This design comes from an exercise in tuning for small area, a short achievable clock period and few clock cycles per item on the open sky130 flow, not from production work.
At most, simulation tests tie the RTL to the original design; equivalence was not proved.

==> v17 <==
==> flow/design.v <==
module suma_fp(input clk, input rst, input start, input [31:0] A, B, output [31:0] Y, output done);
wire        sA = A[31], sB = B[31];
wire [7:0]  eA = A[30:23], eB = B[30:23];
wire [23:0] mA = {1'b1, A[22:0]}, mB = {1'b1, B[22:0]};
wire        e_lt  = eA < eB;                  
wire        swap  = A[30:0] < B[30:0];        
wire [7:0]  d     = e_lt ? (eB - eA) : (eA - eB);
wire [23:0] Xm    = swap ? mB : mA;           
wire [23:0] Zm    = swap ? mA : mB;           
wire [7:0]  ex    = e_lt ? eB : eA;
wire        xs    = swap ? sB : sA;
wire        zs    = swap ? sA : sB;
wire        far   = d > 8'd23;
wire [23:0] Zs    = far ? 24'd0 : (Zm >> d[4:0]);
wire        sub   = sA ^ sB;
wire        q     = sub & zs & far;
wire        inv   = sub & ~q;
wire [24:0] R     = {1'b0, Xm ^ {24{q}}} + {inv, Zs ^ {24{inv}}} + {24'd0, sub};
reg [24:0] r_q;
reg [7:0]  e1_q;      
reg        neg_q;
reg        done_q;
always @(posedge clk) begin
  r_q    <= R;
  e1_q   <= ex + 8'd1;
  neg_q  <= xs | q;
  done_q <= start & ~rst;
end
reg [4:0] lz;
integer i;
always @* begin
  lz = 5'd25;
  for (i = 0; i < 25; i = i + 1)
    if (r_q[i]) lz = 5'd24 - i[4:0];
end
wire [24:0] nrm  = r_q << lz;
wire        zero = ~|r_q;
wire [7:0]  eo   = e1_q - {3'd0, lz};
assign Y    = zero ? 32'd0 : {neg_q, eo, nrm[23:1]};
assign done = done_q;
endmodule
==> flow/run.sh <==
#!/bin/bash
# synth_recipe.tcl (not shown) runs the flow's synth.tcl, then flattens the netlist and writes it again
# the make line also repeats each setting of config.mk as NAME=value (left out here)
make -C /OpenROAD-flow-scripts/flow DESIGN_CONFIG=/design/flow/config.mk WORK_HOME=/design/flow/orfs CLKGATE_MAP_FILE= SYNTH_SCRIPT=/design/flow/synth_recipe.tcl finish
==> flow/config.mk <==
export PLATFORM = sky130hd
export DESIGN_NAME = suma_fp
export DESIGN_NICKNAME = suma_fp
export VERILOG_FILES = /design/flow/design.v
export SDC_FILE = /design/flow/constraint.sdc
export NUM_CORES = 4
export LEC_CHECK = 0
export CAP_MARGIN = 20
export CORE_MARGIN = 2
export CORE_UTILIZATION = 40
export PLACE_DENSITY = 0.6
export SLEW_MARGIN = 20
==> flow/constraint.sdc <==
create_clock -name core_clock -period 20.0 [get_ports {clk}]
set_input_delay 4.0000 -clock core_clock [delete_from_list [all_inputs] [get_ports {clk}]]
set_output_delay 4.0000 -clock core_clock [all_outputs]
set_load 0.01 [all_outputs]
==> v15 (differences from v17) <==
==> flow/design.v (replaced) <==
module suma_fp(input clk, input rst, input start, input [31:0] A, B, output [31:0] Y, output done);
wire        sA = A[31], sB = B[31];
wire [7:0]  eA = A[30:23], eB = B[30:23];
wire [23:0] mA = {1'b1, A[22:0]}, mB = {1'b1, B[22:0]};
wire [8:0]  de    = {1'b0, eA} - {1'b0, eB};
wire        e_lt  = de[8];                    
wire [7:0]  d     = de[7:0] ^ {8{e_lt}};
wire [23:0] Xm    = e_lt ? mB : mA;           
wire [23:0] Zm    = e_lt ? {1'b0, mA[23:1]} : mB;    
wire [7:0]  ex    = e_lt ? eB : eA;
wire        xs    = e_lt ? sB : sA;
wire        zs    = e_lt ? sA : sB;
wire        big   = |d[7:5];
wire        far   = big | (d[4] & d[3]) | (e_lt & d[4] & d[2] & d[1] & d[0]);
wire [23:0] Zs    = big ? 24'd0 : (Zm >> d[4:0]);
wire        sub   = sA ^ sB;
wire        q     = sub & zs & far;
wire [23:0] opa = Xm;
wire [23:0] opb = Zs ^ {24{sub}};
wire [23:0] g0  = opa & opb;
wire [23:0] p0  = opa ^ opb;
wire [23:0] G [0:5];
wire [23:0] P [0:5];
assign G[0] = g0;
assign P[0] = p0;
genvar l, k;
generate
  for (l = 0; l < 5; l = l + 1) begin : lv
    for (k = 0; k < 24; k = k + 1) begin : bt
      if ((k >> l) & 1) begin : cmb
        localparam integer J = ((k >> l) << l) - 1;
        assign G[l+1][k] = G[l][k] | (P[l][k] & G[l][J]);
        assign P[l+1][k] = P[l][k] & P[l][J];
      end else begin : pas
        assign G[l+1][k] = G[l][k];
        assign P[l+1][k] = P[l][k];
      end
    end
  end
endgenerate
wire        cout = G[5][23];
wire        eac  = sub & ~q & cout;
wire [23:0] cy   = {G[5][22:0] | (P[5][22:0] & {23{eac}}), eac};
wire [23:0] S    = p0 ^ cy;
wire        inv  = sub & (q | ~cout);
wire        neg  = sub ? (q | (cout ? xs : zs)) : sA;
reg [24:0] r_q;       
reg        inv_q;     
reg [7:0]  e1_q;      
reg        neg_q;
reg        done_q;
always @(posedge clk) begin
  r_q    <= {~sub & cout, S};
  inv_q  <= inv;
  e1_q   <= ex + 8'd1;
  neg_q  <= neg;
  done_q <= start & ~rst;
end
wire [24:0] rm = {r_q[24], r_q[23:0] ^ {24{inv_q}}};
reg [4:0] lz;
integer i;
always @* begin
  lz = 5'd25;
  for (i = 0; i < 25; i = i + 1)
    if (rm[i]) lz = 5'd24 - i[4:0];
end
wire [24:0] nrm  = rm << lz;
wire        zero = ~|rm;
wire [7:0]  eo   = e1_q - {3'd0, lz};
assign Y    = {neg_q & ~zero, eo & {8{~zero}}, nrm[23:1]};
assign done = done_q;
endmodule
==> flow/flow/run.sh (new file) <==
#!/bin/bash
set -e
export BUFFER_PORTS_ARGS="-buffer_cell sky130_fd_sc_hd__buf_1"
export SETUP_SLACK_MARGIN=10.5
bash standard.sh > standard.log 2>&1
==> flow/standard.sh (new file) <==
#!/bin/bash
# synth_recipe.tcl (not shown) runs the flow's synth.tcl, then flattens the netlist and writes it again
# the make line also repeats each setting of config.mk as NAME=value (left out here)
make -C /OpenROAD-flow-scripts/flow DESIGN_CONFIG=/design/flow/config.mk WORK_HOME=/design/flow/orfs CLKGATE_MAP_FILE= SYNTH_SCRIPT=/design/flow/synth_recipe.tcl "${@:-finish}"
--- a/flow/config.mk
+++ b/flow/config.mk
@@ -7,6 +7,9 @@
 export LEC_CHECK = 0
+export ABC_AREA = 1
 export CAP_MARGIN = 20
 export CORE_MARGIN = 2
-export CORE_UTILIZATION = 40
-export PLACE_DENSITY = 0.6
+export CORE_UTILIZATION = 65
+export CTS_BUF_LIST = sky130_fd_sc_hd__clkbuf_4
+export GPL_TIMING_DRIVEN = 1
+export PLACE_DENSITY = 0.8
 export SLEW_MARGIN = 20
removed: flow/run.sh
==> summary.txt <==
v15 produced a clean layout. v17 produced a clean layout. Of v15 and v17, v15 has the higher sequential share of layout area (gap 2.9 points). Via count: v17 is larger than v15 (about 16%). Of v17 and v15, v15 has the higher critical path depth (gap 12). Routed wire length: v15 is lower than v17 (about 34%). Against v15, the final cell count of v17 is higher by 8.9%.
Testbench counts of v15, summed over its fixed seeds: cycles 3,200, items 3,200.
The RTL of v17 was laid out without a check of its function.

[afterwards: timing with drivers on the ports]
How much do the figures lean on ideal ports? The routed layouts below were timed once more, with nothing changed but the port constraints.
Step 1, drivers: a clkbuf_16 drives clk and a buf_2 each remaining input, both assumed.
Step 2 also shifts input and output timing later by t, the mid clock arrival at the registers, as if the neighbouring blocks saw the same clock.
Slacks: ideal ports / drivers / drivers and shift; pairs: ideal ports / drivers.
| run | t (ns) | setup WS [ns] | pins driven straight from the clock port |
|---|---|---|---|
| v17 | 0.305 | 8.511 / 8.521 / 8.215 | 1 |
| v15 | 0.358 | 10.752 / 10.757 / 10.399 | 1 |
After both steps setup and hold are still met in every run listed. The setup slack of v15, which loses most, moves by +0.005 ns with the drivers and by -0.353 ns with both steps.
